This design comes from an exercise in tuning for small area, a short achievable clock period and few clock cycles per item on the open sky130 flow, not from production work.
In this exercise RTL edits were held to simulation tests only and were not proved equivalent to the original.
Power and IR drop assume default switching activity.

==> flow/design.v <==
module csa #(
    parameter W = 16
) (
    input  logic [W-1:0] i_x,
    input  logic [W-1:0] i_y,
    input  logic [W-1:0] i_z,
    output logic [W-1:0] o_s,
    output logic [W-1:0] o_c
);
logic [W-1:0] maj;
assign o_s = i_x ^ i_y ^ i_z;
assign maj = (i_x & i_y) | (i_x & i_z) | (i_y & i_z);
assign o_c = {maj[W-2:0], 1'b0};
endmodule
module padd #(
    parameter W = 16
) (
    input  logic [W-1:0] i_a,
    input  logic [W-1:0] i_b,
    input  logic i_ci,
    output logic [W-1:0] o_s
);
localparam L = (W <= 2) ? 1 : (W <= 4) ? 2 : (W <= 8) ? 3 : (W <= 16) ? 4 : (W <= 32) ? 5 : 6;
logic [L:0][W-1:0] g, p;
logic [W-1:0] c;
always_comb begin
    g[0] = i_a & i_b;
    p[0] = i_a ^ i_b;
    g[0][0] = (i_a[0] & i_b[0]) | ((i_a[0] ^ i_b[0]) & i_ci);
    for (int l = 0; l < L; l++) begin
        for (int i = 0; i < W; i++) begin
            if ((i >> l) & 1) begin
                g[l+1][i] = g[l][i] | (p[l][i] & g[l][((i >> l) << l) - 1]);
                p[l+1][i] = p[l][i] & p[l][((i >> l) << l) - 1];
            end
            else begin
                g[l+1][i] = g[l][i];
                p[l+1][i] = p[l][i];
            end
        end
    end
    c[0] = i_ci;
    for (int i = 1; i < W; i++) c[i] = g[L][i-1];
    o_s = p[0] ^ c;
end
endmodule
module sum3 #(
    parameter W = 16
) (
    input  logic [W-1:0] i_x0,
    input  logic [W-1:0] i_x1,
    input  logic [W-1:0] i_x2,
    output logic [W-1:0] o_sum
);
logic [W-1:0] s0, c0;
csa #(.W(W)) u0 (.i_x(i_x0), .i_y(i_x1), .i_z(i_x2), .o_s(s0), .o_c(c0));
padd #(.W(W)) fin (.i_a(s0), .i_b(c0), .i_ci(1'b0), .o_s(o_sum));
endmodule
module sum4 #(
    parameter W = 16
) (
    input  logic [W-1:0] i_x0,
    input  logic [W-1:0] i_x1,
    input  logic [W-1:0] i_x2,
    input  logic [W-1:0] i_x3,
    output logic [W-1:0] o_sum
);
logic [W-1:0] s0, c0;
csa #(.W(W)) u0 (.i_x(i_x0), .i_y(i_x1), .i_z(i_x2), .o_s(s0), .o_c(c0));
logic [W-1:0] s1, c1;
csa #(.W(W)) u1 (.i_x(i_x3), .i_y(s0), .i_z(c0), .o_s(s1), .o_c(c1));
padd #(.W(W)) fin (.i_a(s1), .i_b(c1), .i_ci(1'b0), .o_s(o_sum));
endmodule
module sum5 #(
    parameter W = 16
) (
    input  logic [W-1:0] i_x0,
    input  logic [W-1:0] i_x1,
    input  logic [W-1:0] i_x2,
    input  logic [W-1:0] i_x3,
    input  logic [W-1:0] i_x4,
    output logic [W-1:0] o_sum
);
logic [W-1:0] s0, c0;
csa #(.W(W)) u0 (.i_x(i_x0), .i_y(i_x1), .i_z(i_x2), .o_s(s0), .o_c(c0));
logic [W-1:0] s1, c1;
csa #(.W(W)) u1 (.i_x(i_x3), .i_y(i_x4), .i_z(s0), .o_s(s1), .o_c(c1));
logic [W-1:0] s2, c2;
csa #(.W(W)) u2 (.i_x(c0), .i_y(s1), .i_z(c1), .o_s(s2), .o_c(c2));
padd #(.W(W)) fin (.i_a(s2), .i_b(c2), .i_ci(1'b0), .o_s(o_sum));
endmodule
module sum6 #(
    parameter W = 16
) (
    input  logic [W-1:0] i_x0,
    input  logic [W-1:0] i_x1,
    input  logic [W-1:0] i_x2,
    input  logic [W-1:0] i_x3,
    input  logic [W-1:0] i_x4,
    input  logic [W-1:0] i_x5,
    output logic [W-1:0] o_sum
);
logic [W-1:0] s0, c0;
csa #(.W(W)) u0 (.i_x(i_x0), .i_y(i_x1), .i_z(i_x2), .o_s(s0), .o_c(c0));
logic [W-1:0] s1, c1;
csa #(.W(W)) u1 (.i_x(i_x3), .i_y(i_x4), .i_z(i_x5), .o_s(s1), .o_c(c1));
logic [W-1:0] s2, c2;
csa #(.W(W)) u2 (.i_x(s0), .i_y(c0), .i_z(s1), .o_s(s2), .o_c(c2));
logic [W-1:0] s3, c3;
csa #(.W(W)) u3 (.i_x(c1), .i_y(s2), .i_z(c2), .o_s(s3), .o_c(c3));
padd #(.W(W)) fin (.i_a(s3), .i_b(c3), .i_ci(1'b0), .o_s(o_sum));
endmodule
module sum7 #(
    parameter W = 16
) (
    input  logic [W-1:0] i_x0,
    input  logic [W-1:0] i_x1,
    input  logic [W-1:0] i_x2,
    input  logic [W-1:0] i_x3,
    input  logic [W-1:0] i_x4,
    input  logic [W-1:0] i_x5,
    input  logic [W-1:0] i_x6,
    output logic [W-1:0] o_sum
);
logic [W-1:0] s0, c0;
csa #(.W(W)) u0 (.i_x(i_x0), .i_y(i_x1), .i_z(i_x2), .o_s(s0), .o_c(c0));
logic [W-1:0] s1, c1;
csa #(.W(W)) u1 (.i_x(i_x3), .i_y(i_x4), .i_z(i_x5), .o_s(s1), .o_c(c1));
logic [W-1:0] s2, c2;
csa #(.W(W)) u2 (.i_x(i_x6), .i_y(s0), .i_z(c0), .o_s(s2), .o_c(c2));
logic [W-1:0] s3, c3;
csa #(.W(W)) u3 (.i_x(s1), .i_y(c1), .i_z(s2), .o_s(s3), .o_c(c3));
logic [W-1:0] s4, c4;
csa #(.W(W)) u4 (.i_x(c2), .i_y(s3), .i_z(c3), .o_s(s4), .o_c(c4));
padd #(.W(W)) fin (.i_a(s4), .i_b(c4), .i_ci(1'b0), .o_s(o_sum));
endmodule
module cs5 #(
    parameter W = 16
) (
    input  logic [W-1:0] i_x0,
    input  logic [W-1:0] i_x1,
    input  logic [W-1:0] i_x2,
    input  logic [W-1:0] i_x3,
    input  logic [W-1:0] i_x4,
    output logic [W-1:0] o_s,
    output logic [W-1:0] o_c
);
logic [W-1:0] s0, c0;
csa #(.W(W)) u0 (.i_x(i_x0), .i_y(i_x1), .i_z(i_x2), .o_s(s0), .o_c(c0));
logic [W-1:0] s1, c1;
csa #(.W(W)) u1 (.i_x(i_x3), .i_y(i_x4), .i_z(s0), .o_s(s1), .o_c(c1));
logic [W-1:0] s2, c2;
csa #(.W(W)) u2 (.i_x(c0), .i_y(s1), .i_z(c1), .o_s(s2), .o_c(c2));
assign o_s = s2;
assign o_c = c2;
endmodule
module cs6 #(
    parameter W = 16
) (
    input  logic [W-1:0] i_x0,
    input  logic [W-1:0] i_x1,
    input  logic [W-1:0] i_x2,
    input  logic [W-1:0] i_x3,
    input  logic [W-1:0] i_x4,
    input  logic [W-1:0] i_x5,
    output logic [W-1:0] o_s,
    output logic [W-1:0] o_c
);
logic [W-1:0] s0, c0;
csa #(.W(W)) u0 (.i_x(i_x0), .i_y(i_x1), .i_z(i_x2), .o_s(s0), .o_c(c0));
logic [W-1:0] s1, c1;
csa #(.W(W)) u1 (.i_x(i_x3), .i_y(i_x4), .i_z(i_x5), .o_s(s1), .o_c(c1));
logic [W-1:0] s2, c2;
csa #(.W(W)) u2 (.i_x(s0), .i_y(c0), .i_z(s1), .o_s(s2), .o_c(c2));
logic [W-1:0] s3, c3;
csa #(.W(W)) u3 (.i_x(c1), .i_y(s2), .i_z(c2), .o_s(s3), .o_c(c3));
assign o_s = s3;
assign o_c = c3;
endmodule
module cs7 #(
    parameter W = 16
) (
    input  logic [W-1:0] i_x0,
    input  logic [W-1:0] i_x1,
    input  logic [W-1:0] i_x2,
    input  logic [W-1:0] i_x3,
    input  logic [W-1:0] i_x4,
    input  logic [W-1:0] i_x5,
    input  logic [W-1:0] i_x6,
    output logic [W-1:0] o_s,
    output logic [W-1:0] o_c
);
logic [W-1:0] s0, c0;
csa #(.W(W)) u0 (.i_x(i_x0), .i_y(i_x1), .i_z(i_x2), .o_s(s0), .o_c(c0));
logic [W-1:0] s1, c1;
csa #(.W(W)) u1 (.i_x(i_x3), .i_y(i_x4), .i_z(i_x5), .o_s(s1), .o_c(c1));
logic [W-1:0] s2, c2;
csa #(.W(W)) u2 (.i_x(i_x6), .i_y(s0), .i_z(c0), .o_s(s2), .o_c(c2));
logic [W-1:0] s3, c3;
csa #(.W(W)) u3 (.i_x(s1), .i_y(c1), .i_z(s2), .o_s(s3), .o_c(c3));
logic [W-1:0] s4, c4;
csa #(.W(W)) u4 (.i_x(c2), .i_y(s3), .i_z(c3), .o_s(s4), .o_c(c4));
assign o_s = s4;
assign o_c = c4;
endmodule
module cs9 #(
    parameter W = 16
) (
    input  logic [W-1:0] i_x0,
    input  logic [W-1:0] i_x1,
    input  logic [W-1:0] i_x2,
    input  logic [W-1:0] i_x3,
    input  logic [W-1:0] i_x4,
    input  logic [W-1:0] i_x5,
    input  logic [W-1:0] i_x6,
    input  logic [W-1:0] i_x7,
    input  logic [W-1:0] i_x8,
    output logic [W-1:0] o_s,
    output logic [W-1:0] o_c
);
logic [W-1:0] s0, c0;
csa #(.W(W)) u0 (.i_x(i_x0), .i_y(i_x1), .i_z(i_x2), .o_s(s0), .o_c(c0));
logic [W-1:0] s1, c1;
csa #(.W(W)) u1 (.i_x(i_x3), .i_y(i_x4), .i_z(i_x5), .o_s(s1), .o_c(c1));
logic [W-1:0] s2, c2;
csa #(.W(W)) u2 (.i_x(i_x6), .i_y(i_x7), .i_z(i_x8), .o_s(s2), .o_c(c2));
logic [W-1:0] s3, c3;
csa #(.W(W)) u3 (.i_x(s0), .i_y(c0), .i_z(s1), .o_s(s3), .o_c(c3));
logic [W-1:0] s4, c4;
csa #(.W(W)) u4 (.i_x(c1), .i_y(s2), .i_z(c2), .o_s(s4), .o_c(c4));
logic [W-1:0] s5, c5;
csa #(.W(W)) u5 (.i_x(s3), .i_y(c3), .i_z(s4), .o_s(s5), .o_c(c5));
logic [W-1:0] s6, c6;
csa #(.W(W)) u6 (.i_x(c4), .i_y(s5), .i_z(c5), .o_s(s6), .o_c(c6));
assign o_s = s6;
assign o_c = c6;
endmodule
module cmul_k23170 (
    input  logic signed [15:0] i_a,
    output logic [15:0] o_h1,
    output logic [15:0] o_h2,
    output logic o_cl
);
wire signed [31:0] A = i_a;
logic [31:0] ps, pc;
logic [15:0] lo;
cs7 #(.W(32)) t (.i_x0(32'(A) << 1), .i_x1(32'(A) << 7), .i_x2(32'(A) << 9), .i_x3(~(32'(A) << 11)), .i_x4(~(32'(A) << 13)), .i_x5(32'(A) << 15), .i_x6(32'd16386), .o_s(ps), .o_c(pc));
padd #(.W(16)) low (.i_a({1'b0, ps[14:0]}), .i_b({1'b0, pc[14:0]}), .i_ci(1'b0), .o_s(lo));
assign o_h1 = ps[30:15];
assign o_h2 = pc[30:15];
assign o_cl = lo[15];
endmodule
module cmul_k30274 (
    input  logic signed [15:0] i_a,
    output logic [15:0] o_h1,
    output logic [15:0] o_h2,
    output logic o_cl
);
wire signed [31:0] A = i_a;
logic [31:0] ps, pc;
logic [15:0] lo;
cs6 #(.W(32)) t (.i_x0(32'(A) << 1), .i_x1(32'(A) << 6), .i_x2(~(32'(A) << 9)), .i_x3(~(32'(A) << 11)), .i_x4(32'(A) << 15), .i_x5(32'd16386), .o_s(ps), .o_c(pc));
padd #(.W(16)) low (.i_a({1'b0, ps[14:0]}), .i_b({1'b0, pc[14:0]}), .i_ci(1'b0), .o_s(lo));
assign o_h1 = ps[30:15];
assign o_h2 = pc[30:15];
assign o_cl = lo[15];
endmodule
module cmul_k12540 (
    input  logic signed [15:0] i_a,
    output logic [15:0] o_h1,
    output logic [15:0] o_h2,
    output logic o_cl
);
wire signed [31:0] A = i_a;
logic [31:0] ps, pc;
logic [15:0] lo;
cs5 #(.W(32)) t (.i_x0(~(32'(A) << 2)), .i_x1(32'(A) << 8), .i_x2(~(32'(A) << 12)), .i_x3(32'(A) << 14), .i_x4(32'd16386), .o_s(ps), .o_c(pc));
padd #(.W(16)) low (.i_a({1'b0, ps[14:0]}), .i_b({1'b0, pc[14:0]}), .i_ci(1'b0), .o_s(lo));
assign o_h1 = ps[30:15];
assign o_h2 = pc[30:15];
assign o_cl = lo[15];
endmodule
module twiddle_lut (
    input  logic [3:0] i_idx,
    output logic signed [15:0] o_c,
    output logic signed [15:0] o_d
);
always_comb begin
    case (i_idx)
        4'd0: begin o_c = 16'h7fff; o_d = 16'h0000; end
        4'd1: begin o_c = 16'h7d8a; o_d = 16'he707; end
        4'd2: begin o_c = 16'h7642; o_d = 16'hcf04; end
        4'd3: begin o_c = 16'h6a6e; o_d = 16'hb8e3; end
        4'd4: begin o_c = 16'h5a82; o_d = 16'ha57e; end
        4'd5: begin o_c = 16'h471d; o_d = 16'h9592; end
        4'd6: begin o_c = 16'h30fc; o_d = 16'h89be; end
        4'd7: begin o_c = 16'h18f9; o_d = 16'h8276; end
        4'd8: begin o_c = 16'h0000; o_d = 16'h8000; end
        4'd9: begin o_c = 16'he707; o_d = 16'h8276; end
        4'd10: begin o_c = 16'hcf04; o_d = 16'h89be; end
        4'd11: begin o_c = 16'hb8e3; o_d = 16'h9592; end
        4'd12: begin o_c = 16'ha57e; o_d = 16'ha57e; end
        4'd13: begin o_c = 16'h9592; o_d = 16'hb8e3; end
        4'd14: begin o_c = 16'h89be; o_d = 16'hcf04; end
        4'd15: begin o_c = 16'h8276; o_d = 16'he707; end
        default: begin o_c = 16'h0000; o_d = 16'h0000; end
    endcase
end
endmodule
module delay_line #(
    parameter N = 1
) (
    input  logic i_clk,
    input  logic i_en,
    input  logic [31:0] i_data,
    output logic [31:0] o_data
);
logic [31:0] r [0:N-1];
always_ff @(posedge i_clk) begin
    if (i_en) begin
        r[0] <= i_data;
        for (int i = 1; i < N; i++) r[i] <= r[i-1];
    end
end
assign o_data = r[N-1];
endmodule
module sdf_stage #(
    parameter D = 1
) (
    input  logic i_clk,
    input  logic i_en,
    input  logic i_second,
    input  logic [31:0] i_x,
    input  logic [3:0] i_kt,
    input  logic [3:0] i_kb,
    output logic [31:0] o_next,
    output logic [31:0] o_out
);
logic [31:0] head, top, btm, fin;
delay_line #(.N(D)) fifo (
    .i_clk(i_clk),
    .i_en(i_en),
    .i_data(fin),
    .o_data(head)
);
bfly bf (
    .i_e(head),
    .i_m(i_x),
    .i_kt(i_kt),
    .i_kb(i_kb),
    .o_top(top),
    .o_btm(btm)
);
assign fin = i_second ? btm : i_x;
assign o_next = i_second ? top : head;
always_ff @(posedge i_clk) begin
    if (i_en) o_out <= o_next;
end
endmodule
module booth_cs (
    input  logic i_clk,
    input  logic i_en,
    input  logic signed [15:0] i_a,
    input  logic [23:0] i_enc,
    output logic [30:0] o_s,
    output logic [30:0] o_c
);
logic [30:0] p [0:7];
logic [30:0] n;
logic [30:0] s, c;
always_comb begin
    n = '0;
    for (int i = 0; i < 8; i++) begin
        logic [16:0] sel;
        logic [16:0] pp;
        logic neg, one, two;
        {neg, one, two} = i_enc[3*i +: 3];
        sel = one ? {i_a[15], i_a} : (two ? {i_a, 1'b0} : 17'd0);
        pp = neg ? ~sel : sel;
        p[i] = 31'({~pp[16], pp[15:0]}) << (2*i);
        n[2*i] = neg;
    end
end
cs9 #(.W(31)) t (.i_x0(p[0]), .i_x1(p[1]), .i_x2(p[2]), .i_x3(p[3]), .i_x4(p[4]),
                 .i_x5(p[5]), .i_x6(p[6]), .i_x7(p[7]), .i_x8(n), .o_s(s), .o_c(c));
always_ff @(posedge i_clk) begin
    if (i_en) begin
        o_s <= s;
        o_c <= c;
    end
end
endmodule
module booth_enc (
    input  logic [15:0] i_c,
    output logic [23:0] o_enc
);
logic [16:0] cc;
always_comb begin
    cc = {i_c, 1'b0};
    for (int i = 0; i < 8; i++) begin
        logic [2:0] bb;
        bb = cc[2*i +: 3];
        o_enc[3*i +: 3] = {bb[2], bb[1] ^ bb[0], (bb == 3'b011) || (bb == 3'b100)};
    end
end
endmodule
module bfly (
    input  logic [31:0] i_e,
    input  logic [31:0] i_m,
    input  logic [3:0] i_kt,
    input  logic [3:0] i_kb,
    output logic [31:0] o_top,
    output logic [31:0] o_btm
);
logic [15:0] sr, si, dr, di, srs, src, sis, sic, drs, drc, dis, dic;
csa #(.W(16)) csr (.i_x(i_e[31:16]), .i_y(i_m[31:16]),  .i_z({14'd0, i_kt[3:2]}), .o_s(srs), .o_c(src));
csa #(.W(16)) csi (.i_x(i_e[15:0]),  .i_y(i_m[15:0]),   .i_z({14'd0, i_kt[1:0]}), .o_s(sis), .o_c(sic));
csa #(.W(16)) cdr (.i_x(i_e[31:16]), .i_y(~i_m[31:16]), .i_z({14'd0, i_kb[3:2]}), .o_s(drs), .o_c(drc));
csa #(.W(16)) cdi (.i_x(i_e[15:0]),  .i_y(~i_m[15:0]),  .i_z({14'd0, i_kb[1:0]}), .o_s(dis), .o_c(dic));
padd #(.W(16)) asr (.i_a(srs), .i_b(src), .i_ci(1'b0), .o_s(sr));
padd #(.W(16)) asi (.i_a(sis), .i_b(sic), .i_ci(1'b0), .o_s(si));
padd #(.W(16)) adr (.i_a(drs), .i_b(drc), .i_ci(1'b0), .o_s(dr));
padd #(.W(16)) adi (.i_a(dis), .i_b(dic), .i_ci(1'b0), .o_s(di));
assign o_top = {sr[15], sr[15:1], si[15], si[15:1]};
assign o_btm = {dr[15], dr[15:1], di[15], di[15:1]};
endmodule
module fw0u (
    input  logic [15:0] i_a,
    output logic [15:0] o_y
);
logic dec, inc;
assign dec = !i_a[15] && i_a[14] && (i_a[13:0] != 14'd0);
assign inc = i_a[15] && (!i_a[14] || (i_a[13:0] == 14'd0));
padd #(.W(16)) a (.i_a(i_a), .i_b({16{dec}}), .i_ci(inc), .o_s(o_y));
endmodule
module neg16 (
    input  logic [15:0] i_a,
    output logic [15:0] o_y
);
padd #(.W(16)) a (.i_a(~i_a), .i_b(16'd0), .i_ci(1'b1), .o_s(o_y));
endmodule
module sum4b (
    input  logic [15:0] i_x0,
    input  logic [15:0] i_x1,
    input  logic [15:0] i_x2,
    input  logic [15:0] i_x3,
    input  logic [3:0] i_k,
    input  logic i_b1,
    input  logic i_b2,
    output logic [15:0] o_sum
);
logic [15:0] s0, c0, s1, c1, s2, c2;
csa #(.W(16)) u0 (.i_x(i_x0), .i_y(i_x1), .i_z(i_x2), .o_s(s0), .o_c(c0));
csa #(.W(16)) u1 (.i_x(i_x3), .i_y({{12{i_k[3]}}, i_k}), .i_z(s0), .o_s(s1), .o_c(c1));
csa #(.W(16)) u2 (.i_x({c0[15:1], i_b2}), .i_y(c1), .i_z(s1), .o_s(s2), .o_c(c2));
padd #(.W(16)) fin (.i_a(s2), .i_b(c2), .i_ci(i_b1), .o_s(o_sum));
endmodule
module sum3b (
    input  logic [15:0] i_x0,
    input  logic [15:0] i_x1,
    input  logic [15:0] i_x2,
    input  logic [3:0] i_k,
    input  logic i_b1,
    output logic [15:0] o_sum
);
logic [15:0] s0, c0, s1, c1;
csa #(.W(16)) u0 (.i_x(i_x0), .i_y(i_x1), .i_z(i_x2), .o_s(s0), .o_c(c0));
csa #(.W(16)) u1 (.i_x({{12{i_k[3]}}, i_k}), .i_y(c0), .i_z(s0), .o_s(s1), .o_c(c1));
padd #(.W(16)) fin (.i_a(s1), .i_b(c1), .i_ci(i_b1), .o_s(o_sum));
endmodule
module bitx #(
    parameter I = 1,
    parameter J = 0
) (
    input  logic i_clk,
    input  logic i_en,
    input  logic i_sel,
    input  logic [31:0] i_x,
    output logic [31:0] o_y
);
localparam N = (1 << I) - (1 << J);
logic sel;
logic [31:0] dl_out, dl_in;
assign sel = i_sel;
assign dl_in = sel ? dl_out : i_x;
assign o_y = sel ? i_x : dl_out;
delay_line #(.N(N)) dl (
    .i_clk(i_clk),
    .i_en(i_en),
    .i_data(dl_in),
    .o_data(dl_out)
);
endmodule
module out_perm (
    input  logic i_clk,
    input  logic i_en,
    input  logic [3:0] i_sel,
    input  logic [31:0] i_x,
    output logic [31:0] o_y
);
logic [31:0] y1, y2, y3;
bitx #(.I(1), .J(0)) x1 (.i_clk(i_clk), .i_en(i_en), .i_sel(i_sel[0]), .i_x(i_x), .o_y(y1));
bitx #(.I(2), .J(1)) x2 (.i_clk(i_clk), .i_en(i_en), .i_sel(i_sel[1]), .i_x(y1),  .o_y(y2));
bitx #(.I(3), .J(2)) x3 (.i_clk(i_clk), .i_en(i_en), .i_sel(i_sel[2]), .i_x(y2),  .o_y(y3));
bitx #(.I(4), .J(3)) x4 (.i_clk(i_clk), .i_en(i_en), .i_sel(i_sel[3]), .i_x(y3),  .o_y(o_y));
endmodule
module control #(
    parameter LAT = 58
) (
    input  logic i_clk,
    input  logic i_rst,
    input  logic i_in_valid,
    output logic o_in_ready,
    output logic o_adv,
    output logic [4:0] o_cnt,
    output logic [4:0] o_cnt_next,
    output logic o_out_valid
);
logic v_r;        
logic bmode;      
logic f_cur;      
logic f_1, f_2;   
logic start;
logic v_n, bmode_n, f_cur_n, f_1_n, f_2_n, start_n, ready_n;
assign start = (o_cnt == 5'd0) && !v_r && !bmode && (f_1 || f_2);
assign o_cnt_next = o_cnt + {4'd0, o_adv};
always_comb begin
    v_n = i_in_valid && o_in_ready;
    bmode_n = bmode;
    f_cur_n = f_cur;
    f_1_n = f_1;
    f_2_n = f_2;
    if (o_adv) begin
        if (o_cnt == 5'd0) f_cur_n = v_r;
        if (o_cnt == 5'd31) begin
            f_1_n = f_cur;
            f_2_n = f_1;
            bmode_n = 1'b0;
        end
        else if (start) begin
            bmode_n = 1'b1;
        end
    end
    start_n = (o_cnt_next == 5'd0) && !v_n && !bmode_n && (f_1_n || f_2_n);
    ready_n = !bmode_n && !start_n;
end
always_ff @(posedge i_clk) begin
    if (i_rst) begin
        v_r <= 1'b0;
        bmode <= 1'b0;
        o_cnt <= '0;
        f_cur <= 1'b0;
        f_1 <= 1'b0;
        f_2 <= 1'b0;
        o_out_valid <= 1'b0;
        o_in_ready <= 1'b1;
        o_adv <= 1'b0;
    end
    else begin
        v_r <= v_n;
        bmode <= bmode_n;
        o_cnt <= o_cnt_next;
        f_cur <= f_cur_n;
        f_1 <= f_1_n;
        f_2 <= f_2_n;
        o_in_ready <= ready_n;
        o_adv <= v_n || bmode_n || start_n;
        o_out_valid <= o_adv && ((o_cnt >= 5'(LAT - 32)) ? f_1 : f_2);
    end
end
endmodule
module fft_engine (
    input i_clk,
    input i_rst,
    input i_in_valid,
    output o_in_ready,
    input signed [15:0] i_in_re,
    input signed [15:0] i_in_im,
    output o_out_valid,
    output signed [15:0] o_out_re,
    output signed [15:0] o_out_im
);
function automatic logic w0dec(input logic [15:0] a);
    w0dec = !a[15] && a[14] && (a[13:0] != 14'd0);
endfunction
function automatic logic w0inc(input logic [15:0] a);
    w0inc = a[15] && (!a[14] || (a[13:0] == 14'd0));
endfunction
localparam LAT = 57;
logic adv;
logic [4:0] cnt, cnt_next;
control #(.LAT(LAT)) ctl (
    .i_clk(i_clk),
    .i_rst(i_rst),
    .i_in_valid(i_in_valid),
    .o_in_ready(o_in_ready),
    .o_adv(adv),
    .o_cnt(cnt),
    .o_cnt_next(cnt_next),
    .o_out_valid(o_out_valid)
);
logic [4:0] i1a, i2a, i2, i3a, i3, i4, ip1, ip2, ip3, ip4;
assign i1a = cnt_next - 5'd17;    
assign i2a = cnt_next - 5'd26;    
assign i2  = cnt_next - 5'd28;    
assign i3a = cnt_next - 5'd1;     
assign i3  = cnt_next - 5'd3;     
assign i4  = cnt_next - 5'd5;     
assign ip1 = cnt_next - 5'd10;    
assign ip2 = cnt_next - 5'd11;
assign ip3 = cnt_next - 5'd13;
assign ip4 = cnt_next - 5'd17;
logic d0_sec, d1_sec, d1_g, d2_sec, d2b_sec, d3_sec, d3b_sec;
logic [1:0] d2_g;
logic [2:0] d3_g;
logic [4:0] j4;
logic [3:0] dp_sel;
always_ff @(posedge i_clk) begin
    d0_sec <= cnt_next[4];
    d1_sec <= i1a[3];
    d1_g <= i1a[4];
    d2_sec <= i2a[2];
    d2_g <= i2a[4:3];
    d2b_sec <= i2[2];
    d3_sec <= i3a[1];
    d3_g <= i3a[4:2];
    d3b_sec <= i3[1];
    j4 <= i4;
    dp_sel <= {ip4[4] & ~ip4[3], ip3[3] & ~ip3[2], ip2[2] & ~ip2[1], ip1[1] & ~ip1[0]};
end
logic [31:0] data_r, out0;
logic [3:0] d0_kt, d0_kb;
always_ff @(posedge i_clk) begin
    data_r <= {i_in_re, i_in_im};
    if (cnt_next[4]) begin
        d0_kt <= {2'd1 + {1'b0, w0inc(i_in_re)} - {1'b0, w0dec(i_in_re)},
                  2'd1 + {1'b0, w0inc(i_in_im)} - {1'b0, w0dec(i_in_im)}};
        d0_kb <= {2'd2 - {1'b0, w0inc(i_in_re)} + {1'b0, w0dec(i_in_re)},
                  2'd2 - {1'b0, w0inc(i_in_im)} + {1'b0, w0dec(i_in_im)}};
    end
    else begin
        d0_kt <= 4'b0101;
        d0_kb <= 4'b1010;
    end
end
sdf_stage #(.D(16)) st0 (.i_clk(i_clk), .i_en(adv), .i_second(d0_sec), .i_x(data_r),
                         .i_kt(d0_kt), .i_kb(d0_kb), .o_next(), .o_out(out0));
logic [31:0] x1, out1;
logic [3:0] x1_kt, x1_kb;
always_comb begin
    x1_kt = 4'b0101;
    x1_kb = 4'b1010;
    if (!d1_sec) x1 = out0;
    else if (!d1_g) begin
        x1 = out0;
        x1_kt = {2'd1 + {1'b0, w0inc(out0[31:16])} - {1'b0, w0dec(out0[31:16])},
                 2'd1 + {1'b0, w0inc(out0[15:0])} - {1'b0, w0dec(out0[15:0])}};
        x1_kb = {2'd2 - {1'b0, w0inc(out0[31:16])} + {1'b0, w0dec(out0[31:16])},
                 2'd2 - {1'b0, w0inc(out0[15:0])} + {1'b0, w0dec(out0[15:0])}};
    end
    else begin
        x1 = {out0[15:0], ~out0[31:16]};
        x1_kt = 4'b0110;
        x1_kb = 4'b1001;
    end
end
sdf_stage #(.D(8)) st1 (.i_clk(i_clk), .i_en(adv), .i_second(d1_sec), .i_x(x1),
                        .i_kt(x1_kt), .i_kb(x1_kb), .o_next(), .o_out(out1));
logic [15:0] a2, b2, ka1, ka2, kb1, kb2;
logic kacl, kbcl;
logic ea2, eb2;
assign a2 = out1[31:16];
assign b2 = out1[15:0];
assign ea2 = (a2[13:0] == 14'h2000);
assign eb2 = (b2[13:0] == 14'h2000);
cmul_k23170 m2a (.i_a(a2), .o_h1(ka1), .o_h2(ka2), .o_cl(kacl));
cmul_k23170 m2b (.i_a(b2), .o_h1(kb1), .o_h2(kb2), .o_cl(kbcl));
logic [15:0] r2o1, r2o2, r2o3, r2o4, i2o1, i2o2, i2o3, i2o4;
logic [3:0] c2r, c2i;
logic r2b1, r2b2, i2b1, i2b2;
always_comb begin
    r2o2 = 16'd0; r2o3 = 16'd0; r2o4 = 16'd0; r2b1 = 1'b0; r2b2 = 1'b0; c2r = 4'd0;
    i2o2 = 16'd0; i2o3 = 16'd0; i2o4 = 16'd0; i2b1 = 1'b0; i2b2 = 1'b0; c2i = 4'd0;
    r2o1 = a2;
    i2o1 = b2;
    if (d2_sec) begin
        case (d2_g)
            2'd0: begin
                r2o2 = {16{w0dec(a2)}}; r2b1 = w0inc(a2);
                i2o2 = {16{w0dec(b2)}}; i2b1 = w0inc(b2);
            end
            2'd1: begin
                r2o1 = b2;
                i2o1 = ~a2; i2b1 = 1'b1;
            end
            2'd2: begin
                r2o1 = ka1;  r2o2 = ka2;  r2o3 = kb1; r2o4 = kb2;
                r2b1 = kacl; r2b2 = kbcl; c2r = 4'd0 - {3'd0, eb2};
                i2o1 = ~ka1; i2o2 = ~ka2; i2o3 = kb1; i2o4 = kb2;
                i2b1 = !kacl; i2b2 = kbcl; c2i = 4'd1 + {3'd0, ea2};
            end
            default: begin
                r2o1 = ~ka1; r2o2 = ~ka2; r2o3 = kb1; r2o4 = kb2;
                r2b1 = !kacl; r2b2 = kbcl; c2r = 4'd1 + {3'd0, ea2} - {3'd0, eb2};
                i2o1 = ~ka1; i2o2 = ~ka2; i2o3 = ~kb1; i2o4 = ~kb2;
                i2b1 = !kacl; i2b2 = !kbcl; c2i = 4'd2 + {3'd0, ea2} + {3'd0, eb2};
            end
        endcase
    end
end
logic [15:0] r2s, r2c, i2s, i2c;
logic [15:0] z2rs, z2rc, z2r4, z2is, z2ic, z2i4;
logic [3:0] s2_cr, s2_ci;
logic z2rb, z2ib;
csa #(.W(16)) c2ra (.i_x(r2o1), .i_y(r2o2), .i_z(r2o3), .o_s(r2s), .o_c(r2c));
csa #(.W(16)) c2ia (.i_x(i2o1), .i_y(i2o2), .i_z(i2o3), .o_s(i2s), .o_c(i2c));
always_ff @(posedge i_clk) begin
    if (adv) begin
        z2rs <= r2s; z2rc <= {r2c[15:1], r2b2}; z2r4 <= r2o4; z2rb <= r2b1; s2_cr <= c2r;
        z2is <= i2s; z2ic <= {i2c[15:1], i2b2}; z2i4 <= i2o4; z2ib <= i2b1; s2_ci <= c2i;
    end
end
logic [15:0] x2re, x2im;
sum3b a2re (.i_x0(z2rs), .i_x1(z2rc), .i_x2(z2r4), .i_k(s2_cr), .i_b1(z2rb), .o_sum(x2re));
sum3b a2im (.i_x0(z2is), .i_x1(z2ic), .i_x2(z2i4), .i_k(s2_ci), .i_b1(z2ib), .o_sum(x2im));
logic [31:0] x2r, out2;
always_ff @(posedge i_clk) if (adv) x2r <= {x2re, x2im};
sdf_stage #(.D(4)) st2 (.i_clk(i_clk), .i_en(adv), .i_second(d2b_sec), .i_x(x2r),
                        .i_kt(4'b0101), .i_kb(4'b1010), .o_next(), .o_out(out2));
logic [15:0] a3, b3;
logic [15:0] A1h1, A1h2, A2h1, A2h2, AKh1, AKh2, B1h1, B1h2, B2h1, B2h2, BKh1, BKh2;
logic A1c, A2c, AKc, B1c, B2c, BKc;
logic eA1, eA2, eB1, eB2;
assign a3 = out2[31:16];
assign b3 = out2[15:0];
assign eA1 = (a3[13:0] == 14'h2000);
assign eB1 = (b3[13:0] == 14'h2000);
assign eA2 = (a3[12:0] == 13'h1000);
assign eB2 = (b3[12:0] == 13'h1000);
cmul_k30274 m3a1 (.i_a(a3), .o_h1(A1h1), .o_h2(A1h2), .o_cl(A1c));
cmul_k12540 m3a2 (.i_a(a3), .o_h1(A2h1), .o_h2(A2h2), .o_cl(A2c));
cmul_k23170 m3ak (.i_a(a3), .o_h1(AKh1), .o_h2(AKh2), .o_cl(AKc));
cmul_k30274 m3b1 (.i_a(b3), .o_h1(B1h1), .o_h2(B1h2), .o_cl(B1c));
cmul_k12540 m3b2 (.i_a(b3), .o_h1(B2h1), .o_h2(B2h2), .o_cl(B2c));
cmul_k23170 m3bk (.i_a(b3), .o_h1(BKh1), .o_h2(BKh2), .o_cl(BKc));
logic [15:0] p_ac1, p_ac2, p_ad1, p_ad2, p_bc1, p_bc2, p_bd1, p_bd2;
logic p_acc, p_adc, p_bcc, p_bdc, p_eac, p_ead, p_ebc, p_ebd, n3n_c, n3n_d;
always_comb begin
    p_ac1 = a3; p_ac2 = 16'd0; p_acc = 1'b0;
    p_ad1 = 16'd0; p_ad2 = 16'd0; p_adc = 1'b0;
    p_bc1 = b3; p_bc2 = 16'd0; p_bcc = 1'b0;
    p_bd1 = 16'd0; p_bd2 = 16'd0; p_bdc = 1'b0;
    p_eac = 1'b0; p_ead = 1'b0; p_ebc = 1'b0; p_ebd = 1'b0;
    n3n_c = 1'b0; n3n_d = 1'b0;
    if (d3_sec) begin
        case (d3_g)
            3'd0: begin  
                p_ac2 = {16{w0dec(a3)}}; p_acc = w0inc(a3);
                p_bc2 = {16{w0dec(b3)}}; p_bcc = w0inc(b3);
            end
            3'd1: begin  
                p_ac1 = 16'd0; p_ad1 = a3; p_bc1 = 16'd0; p_bd1 = b3;
                n3n_d = 1'b1;
            end
            3'd2, 3'd3: begin  
                p_ac1 = AKh1; p_ac2 = AKh2; p_acc = AKc;
                p_ad1 = AKh1; p_ad2 = AKh2; p_adc = AKc;
                p_bc1 = BKh1; p_bc2 = BKh2; p_bcc = BKc;
                p_bd1 = BKh1; p_bd2 = BKh2; p_bdc = BKc;
                p_eac = eA1; p_ead = eA1; p_ebc = eB1; p_ebd = eB1;
                n3n_c = d3_g[0]; n3n_d = 1'b1;
            end
            3'd4, 3'd7: begin  
                p_ac1 = A1h1; p_ac2 = A1h2; p_acc = A1c;
                p_ad1 = A2h1; p_ad2 = A2h2; p_adc = A2c;
                p_bc1 = B1h1; p_bc2 = B1h2; p_bcc = B1c;
                p_bd1 = B2h1; p_bd2 = B2h2; p_bdc = B2c;
                p_eac = eA1; p_ead = eA2; p_ebc = eB1; p_ebd = eB2;
                n3n_c = d3_g[0]; n3n_d = 1'b1;
            end
            default: begin  
                p_ac1 = A2h1; p_ac2 = A2h2; p_acc = A2c;
                p_ad1 = A1h1; p_ad2 = A1h2; p_adc = A1c;
                p_bc1 = B2h1; p_bc2 = B2h2; p_bcc = B2c;
                p_bd1 = B1h1; p_bd2 = B1h2; p_bdc = B1c;
                p_eac = eA2; p_ead = eA1; p_ebc = eB2; p_ebd = eB1;
                n3n_c = d3_g[0]; n3n_d = 1'b1;
            end
        endcase
    end
end
logic [15:0] u_r1, u_r2, u_r3, u_r4, u_i1, u_i2, u_i3, u_i4;
logic u_rb1, u_rb2, u_ib1, u_ib2;
logic [15:0] u_rs, u_rc, u_is, u_ic;
always_comb begin
    u_r1 = n3n_c ? ~p_ac1 : p_ac1;
    u_r2 = n3n_c ? ~p_ac2 : p_ac2;
    u_rb1 = p_acc ^ n3n_c;
    u_r3 = n3n_d ? p_bd1 : ~p_bd1;
    u_r4 = n3n_d ? p_bd2 : ~p_bd2;
    u_rb2 = p_bdc ^ !n3n_d;
    u_i1 = n3n_d ? ~p_ad1 : p_ad1;
    u_i2 = n3n_d ? ~p_ad2 : p_ad2;
    u_ib1 = p_adc ^ n3n_d;
    u_i3 = n3n_c ? ~p_bc1 : p_bc1;
    u_i4 = n3n_c ? ~p_bc2 : p_bc2;
    u_ib2 = p_bcc ^ n3n_c;
end
csa #(.W(16)) c3ra (.i_x(u_r1), .i_y(u_r2), .i_z(u_r3), .o_s(u_rs), .o_c(u_rc));
csa #(.W(16)) c3ia (.i_x(u_i1), .i_y(u_i2), .i_z(u_i3), .o_s(u_is), .o_c(u_ic));
logic [15:0] q_rs, q_rc, q_r4, q_is, q_ic, q_i4;
logic q_rb1, q_ib1;
logic [3:0] k3r4, k3i4;
always_ff @(posedge i_clk) begin
    if (adv) begin
        q_rs <= u_rs; q_rc <= {u_rc[15:1], u_rb2}; q_r4 <= u_r4; q_rb1 <= u_rb1;
        q_is <= u_is; q_ic <= {u_ic[15:1], u_ib2}; q_i4 <= u_i4; q_ib1 <= u_ib1;
        k3r4 <= (n3n_c ? 4'd1 + {3'd0, p_eac} : 4'd0) + (n3n_d ? 4'd0 - {3'd0, p_ebd} : 4'd1);
        k3i4 <= (n3n_d ? 4'd1 + {3'd0, p_ead} : 4'd0) + (n3n_c ? 4'd1 + {3'd0, p_ebc} : 4'd0);
    end
end
logic [15:0] x3re, x3im;
sum3b a3re (.i_x0(q_rs), .i_x1(q_rc), .i_x2(q_r4), .i_k(k3r4), .i_b1(q_rb1), .o_sum(x3re));
sum3b a3im (.i_x0(q_is), .i_x1(q_ic), .i_x2(q_i4), .i_k(k3i4), .i_b1(q_ib1), .o_sum(x3im));
logic [31:0] x3r;
always_ff @(posedge i_clk) if (adv) x3r <= {x3re, x3im};
logic [31:0] n3;
sdf_stage #(.D(2)) st3 (.i_clk(i_clk), .i_en(adv), .i_second(d3b_sec), .i_x(x3r),
                        .i_kt(4'b0101), .i_kb(4'b1010), .o_next(n3), .o_out());
localparam logic [30:0] CK = 31'(32'd16384 - (32'h10000 * 32'h5555));
localparam logic [30:0] CKN = 31'(32'h8001 - (32'd16384 - (32'h10000 * 32'h5555)));
logic [4:0] j4g;
logic [15:0] tw_c, tw_d;
logic [31:0] h4, e4, e4b, e4c, m4, b4;
logic [15:0] T1, T3;
logic [23:0] coef_r, enc_c, enc_d;
logic pA, pB;
logic [31:0] top4, btm4, x4;
logic [30:0] sa, ca, sb, cb, pa, pb, smr, smi;
assign j4g = j4[0] ? j4 : (j4 - 5'd1);
twiddle_lut lut4 (.i_idx({j4g[1], j4g[2], j4g[3], j4g[4]}), .o_c(tw_c), .o_d(tw_d));
booth_enc bec (.i_c(tw_c), .o_enc(enc_c));
booth_enc bed (.i_c(tw_d), .o_enc(enc_d));
booth_cs mul4a (.i_clk(i_clk), .i_en(adv), .i_a(h4[31:16]), .i_enc(coef_r), .o_s(sa), .o_c(ca));
booth_cs mul4b (.i_clk(i_clk), .i_en(adv), .i_a(h4[15:0]),  .i_enc(coef_r), .o_s(sb), .o_c(cb));
sum3 #(.W(31)) pta (.i_x0(sa), .i_x1(ca), .i_x2(CK), .o_sum(pa));
sum3 #(.W(31)) ptb (.i_x0(sb), .i_x1(cb), .i_x2(CK), .o_sum(pb));
sum4 #(.W(31)) pmr (.i_x0({T1, 15'd0}), .i_x1(~sb), .i_x2(~cb), .i_x3(CKN), .o_sum(smr));
sum4 #(.W(31)) pmi (.i_x0({T3, 15'd0}), .i_x1(sa), .i_x2(ca), .i_x3(CK), .o_sum(smi));
bfly bf4 (.i_e(e4c), .i_m(m4), .i_kt(4'b0101), .i_kb(4'b1010), .o_top(top4), .o_btm(btm4));
always_ff @(posedge i_clk) begin
    if (adv) begin
        coef_r <= j4[0] ? enc_c : enc_d;
        pA <= j4[0];
        pB <= pA;
        if (j4[0]) begin
            h4 <= n3;
            b4 <= btm4;
        end
        else begin
            e4 <= n3;
            e4b <= e4;
            e4c <= e4b;
        end
        if (pB) begin
            T1 <= pa[30:15];
            T3 <= pb[30:15];
        end
        else begin
            m4 <= {smr[30:15], smi[30:15]};
        end
    end
end
assign x4 = j4[0] ? top4 : b4;
logic [31:0] y;
out_perm perm (.i_clk(i_clk), .i_en(adv), .i_sel(dp_sel), .i_x(x4), .o_y(y));
logic [31:0] out_r;
always_ff @(posedge i_clk) out_r <= y;
assign o_out_re = out_r[31:16];
assign o_out_im = out_r[15:0];
endmodule
==> flow/run.sh <==
#!/bin/bash
# synth_recipe.tcl (not shown) runs the flow's synth.tcl, then flattens the netlist and writes it again
# the make line also repeats each setting of config.mk as NAME=value (left out here)
make -C /OpenROAD-flow-scripts/flow DESIGN_CONFIG=/design/flow/config.mk WORK_HOME=/design/flow/orfs CLKGATE_MAP_FILE= SYNTH_SCRIPT=/design/flow/synth_recipe.tcl finish
==> flow/config.mk <==
export PLATFORM = sky130hd
export DESIGN_NAME = fft_engine
export DESIGN_NICKNAME = fft_engine
export VERILOG_FILES = /design/flow/design.v
export SDC_FILE = /design/flow/constraint.sdc
export NUM_CORES = 4
export LEC_CHECK = 0
export CAP_MARGIN = 20
export CORE_MARGIN = 2
export CORE_UTILIZATION = 58
export SETUP_SLACK_MARGIN = 5
export SLEW_MARGIN = 20
export TNS_END_PERCENT = 10
==> flow/constraint.sdc <==
create_clock -name core_clock -period 9.0 [get_ports {i_clk}]
set_input_delay 1.8000 -clock core_clock [delete_from_list [all_inputs] [get_ports {i_clk}]]
set_output_delay 1.8000 -clock core_clock [all_outputs]
set_load 0.01 [all_outputs]
==> run notes <==
## worst reg2reg max path, cell delays in order, from the launching register on
cell and delay [ns]:
edfxtp_1 0.47, nor4_2 0.34, a41oi_2 0.18, nor2b_1 0.16, ha_2 0.19, nand3b_1 0.09
fa_2 0.47, ha_4 0.19, a21o_1 0.15, a21o_1 0.19, a2111oi_4 0.31, nor2_1 0.10
or3_1 0.34, a31o_1 0.22, a21o_1 0.21, xor2_1 0.18, mux2_4 0.26
## cells in the mapped netlist, drive strengths merged, types with 15 or more instances
cell    number  area [um^2]
nand3       64          320
and3        53          332
mux2       199         2240
dfxtp      104         2080
buf         59          229
edfxtp    2169        65100
nand2      597         2240
nand4       28          175
fa         811        16200
mux2i       90          901
o21ai      458         2290
o211ai      35          263
o32a        15          150
o21bai      22          165
o21a        59          443
xor2       262         2290
or2         27          169
a31oi       49          307
a21o       118          886
a22oi      160         1200
and2        27          169
a21oi      446         2230
ha        1423        17800
nor4        21          131
nand2b      53          332
inv       1442         5410
clkbuf     333         1250
nor2       511         1920
o22ai       36          225
nor2b       78          488
xnor2      481         4210
or3         30          188
a22o        28          245
a211oi      48          360
a31o        17          149
o221ai      19          166
a221oi      15          131
o31ai       15          113
nor3        67          335
## cell families after synthesis
group	Yosys count	share of synthesized area
simple gates	1590	0.0523
buf+inv	1837	0.0509
xor+xnor	743	0.0480
flops	2273	0.496
fa+ha+maj	2236	0.251
compound gates	1662	0.0781
mux	289	0.0232
## through the flow
stage / cell area [um^2] / setup slack, ns / cells
after floorplan: 136000 / -8.26 / 10600
after global placement: 140000 / 4.08 / 13500
after detailed placement: 140000 / 4.04 / 13500
after CTS: 150000 / 4.63 / 14000
after global routing: 150000 / 4.43 / 14100
final: 150000 / 4.65 / 14100
## per-layer routing
| metal | part of all wire | up-vias | wire length, um | GRT usage |
|---|---|---|---|---|
| met1 | 0.44 | 40500 | 139000 | 0.373 |
| met3 | 0.050 | 551 | 15700 | 0.0343 |
| met5 | 0.00020 | - | 62 | 0 |
| met2 | 0.48 | 2175 | 152000 | 0.441 |
| li1 | - | 37200 | - | - |
| met4 | 0.031 | 8 | 9810 | 0.0820 |
## power groups by stage
| stage | Clock [W] | Combinational, W | Sequential, W |
|---|---|---|---|
| 6_report | 0.0102 | 0.0317 | 0.0160 |
| 5_1_grt | 0.0108 | 0.0358 | 0.0162 |
| 4_1_cts | 0.0104 | 0.0316 | 0.0161 |
| 3_5_place_dp | 0 | 0.0306 | 0.0164 |
| 2_1_floorplan | 0 | 0.0213 | 0.0161 |
| 3_3_place_gp | 0 | 0.0297 | 0.0163 |
## cell type report
class,instances,area (um^2)
Clock buffer,286,6180
Sequential cell,2273,67300
Antenna cell,3,7.51
Tap cell,3043,3810
Clock inverter,152,2080
Inverter,1445,5530
Timing Repair Buffer,362,3270
Multi-Input combinational cell,6520,62200
Fill cell,17500,82200
## state kept, by name (all words and copies together) (netlist names), 64 cells and up
| register | count |
|---|---|
| st1.fifo.r | 256 |
| perm.x3.dl.r | 128 |
| st3.fifo.r | 64 |
| perm.x4.dl.r | 256 |
| perm.x2.dl.r | 64 |
| st2.fifo.r | 128 |
| st0.fifo.r | 512 |
## worst paths after layout
path | end | startpoint | depth (start not counted)
setup reg to reg | st1.fifo.r[0][29]$_DFFE_PP_ | st0.o_out[22]$_DFFE_PP_ | 16
hold / removal | st1.fifo.r[5][21]$_DFFE_PP_ | st1.fifo.r[4][21]$_DFFE_PP_ | 0
setup / recovery | st1.fifo.r[0][29]$_DFFE_PP_ | st0.o_out[22]$_DFFE_PP_ | 16
hold reg to reg | st1.fifo.r[5][21]$_DFFE_PP_ | st1.fifo.r[4][21]$_DFFE_PP_ | 0
## what timing repair did
item,4_1_cts,5_1_grt
buffers inserted,125,44
pin swaps,79,34
resized for setup,125,57
gates cloned,1,0
endpoints found under the setup margin,268,287
==> run notes <==
Wire length per cell: 22.5 um
Total chip power: 0.0579 W
Slew @ Worst Pin: 1.43 ns
Latest clock arrival within the worst-skew pair: 0.92 ns
Vias: 80.4k
Crit path time final: 4.35 ns
Starting Density: 0.583
Max_cap viols: 0
Synth Register Bits: 2273
Setup_tns: 0 ns
Final Util: 0.646
Cell mode on critical path: a21o_1
Gr usage total: 0.268
NumNets Final: 13.1k
Synth Cell Area: 0.135 mm^2
Top_reg_cell synth: edfxtp_1
DRT iter0 DRCs: 6166
CP required: 9.58 ns
Fin crit share: 0.484
Post-DP HPWL: 225000 um
First-pass GRT wire length: 488000 um
Syn avg cell area: 12.7 um^2
Worst-case clock buffer depth: 3
Outcome: complete, no violations
Ports: 69
Startpoint types: flip-flop
Clock skew: 0.122 ns
Reg power frac: 0.277
CTS sink cnt: 2273
Die Ht: 487 um
Yosys cell types: 83
Cell chain of the critical path: nor4_2 -> a41oi_2 -> nor2b_1 -> ha_2 -> nand3b_1 -> fa_2 -> ha_4 -> a21o_1 -> a21o_1 -> a2111oi_4 -> nor2_1 -> or3_1 -> a31o_1 -> a21o_1 -> xor2_1 -> mux2_4
RSZ-0062 raised after global routing: true
Min Hold Slack: 0.355 ns
Die Wd: 487 um
WL final: 316000 um
Drt via density: 5.71
Syn_nets: 12.9k
Port bufs: 68
Top achievable clock speed: 0.230 GHz
Ys async rst share: 0
Reg clk slew, reported paths: 0.06 ns
Worst Setup End Kind: flip-flop
Max incr delay on CP: 0.47 ns
Clock network fraction of total power: 0.176
Seq/Total Area, Yosys: 0.496
Net Sw Frac: 0.410
Number of enable flip-flop cells after synthesis: 2169
Final setup vio count: 0
Layout cells sized above 1: 0.0983
P_int: 0.0341 W
Leakage: 61.7 nW
CTS tree: done
Die ar.: 0.238 mm^2
Final Hold Vio Count: 0
Drt pass-1 iters: 7
Global route overflow: 0
Largest net degree at the start of global routing: 208
Post-CTS Hold Buffers: 0
Antenna Nets Post-Route: 0
Crit path max-delay family: compound AO/OA/AOI/OAI gates
Slew Limit Fails: 0
CTS Buf Count: 231
YS warnings: 23
Post-Syn Instances: 10.6k
Initial antenna violation count: 12
Min-Delay Path Class: reg2reg
DRC: 0
Placer Congestion: 0.924
Layout area overhead: 10.9%
H-tree depth: 4
Crit-path max FO: 4
Core area: 0.233 mm^2
Register-to-register setup slack: 4.65 ns
Vias in the first global route: 82.6k
Commonest non-fill, non-tap cells in the layout: 2169 x edfxtp_1, 1399 x ha_1, 1397 x inv_1
Worst path slowest cell: edfxtp_1
Buf+Inv Stages, Crit Path: 0
PwrDens: 385 mW/mm^2
WP data arrival: 4.93 ns
Crit Path Class: reg2reg
CTS root buf: clkbuf_16
Reported net switching power: 0.0237 W
Most common cell after layout, fill and taps aside: edfxtp_1
Row count: 177
Comb power frac: 0.547
Slew margin rel.: 0.0366
Max IR drop VDD: 0.528 mV
Testbench counts, summed over its fixed seeds: cycles 6,616, frames 192.

==> static timing again, ports no longer ideal <==
How much do the figures lean on ideal ports? The routed layout below was timed once more, with nothing changed but the port constraints.
Step 1 (the two cells are an assumption about what drives the block):
set clk [get_ports {i_clk}]
set_driving_cell -lib_cell sky130_fd_sc_hd__clkbuf_16 $clk
set_driving_cell -lib_cell sky130_fd_sc_hd__buf_2 [delete_from_list [all_inputs] $clk]
Step 2 moves the port delays by t, midway between the first and last clock arrival at a register: inputs arrive t later, outputs are due t later. That takes back most of the time a late clock gives input paths.
Slacks: ideal ports / drivers / drivers and shift; pairs: ideal ports / drivers.
t (ns): 0.954
setup slack, ns: 4.648 / 4.648 / 4.648
clock arrival spread, ns: 0.132 / 0.132
slew at the worst register clock pin (ns): 0.07 / 0.07
After both steps this run still meets setup and hold. The setup slack of this run moves by 0.000 ns with the drivers and by 0.000 ns with both steps.
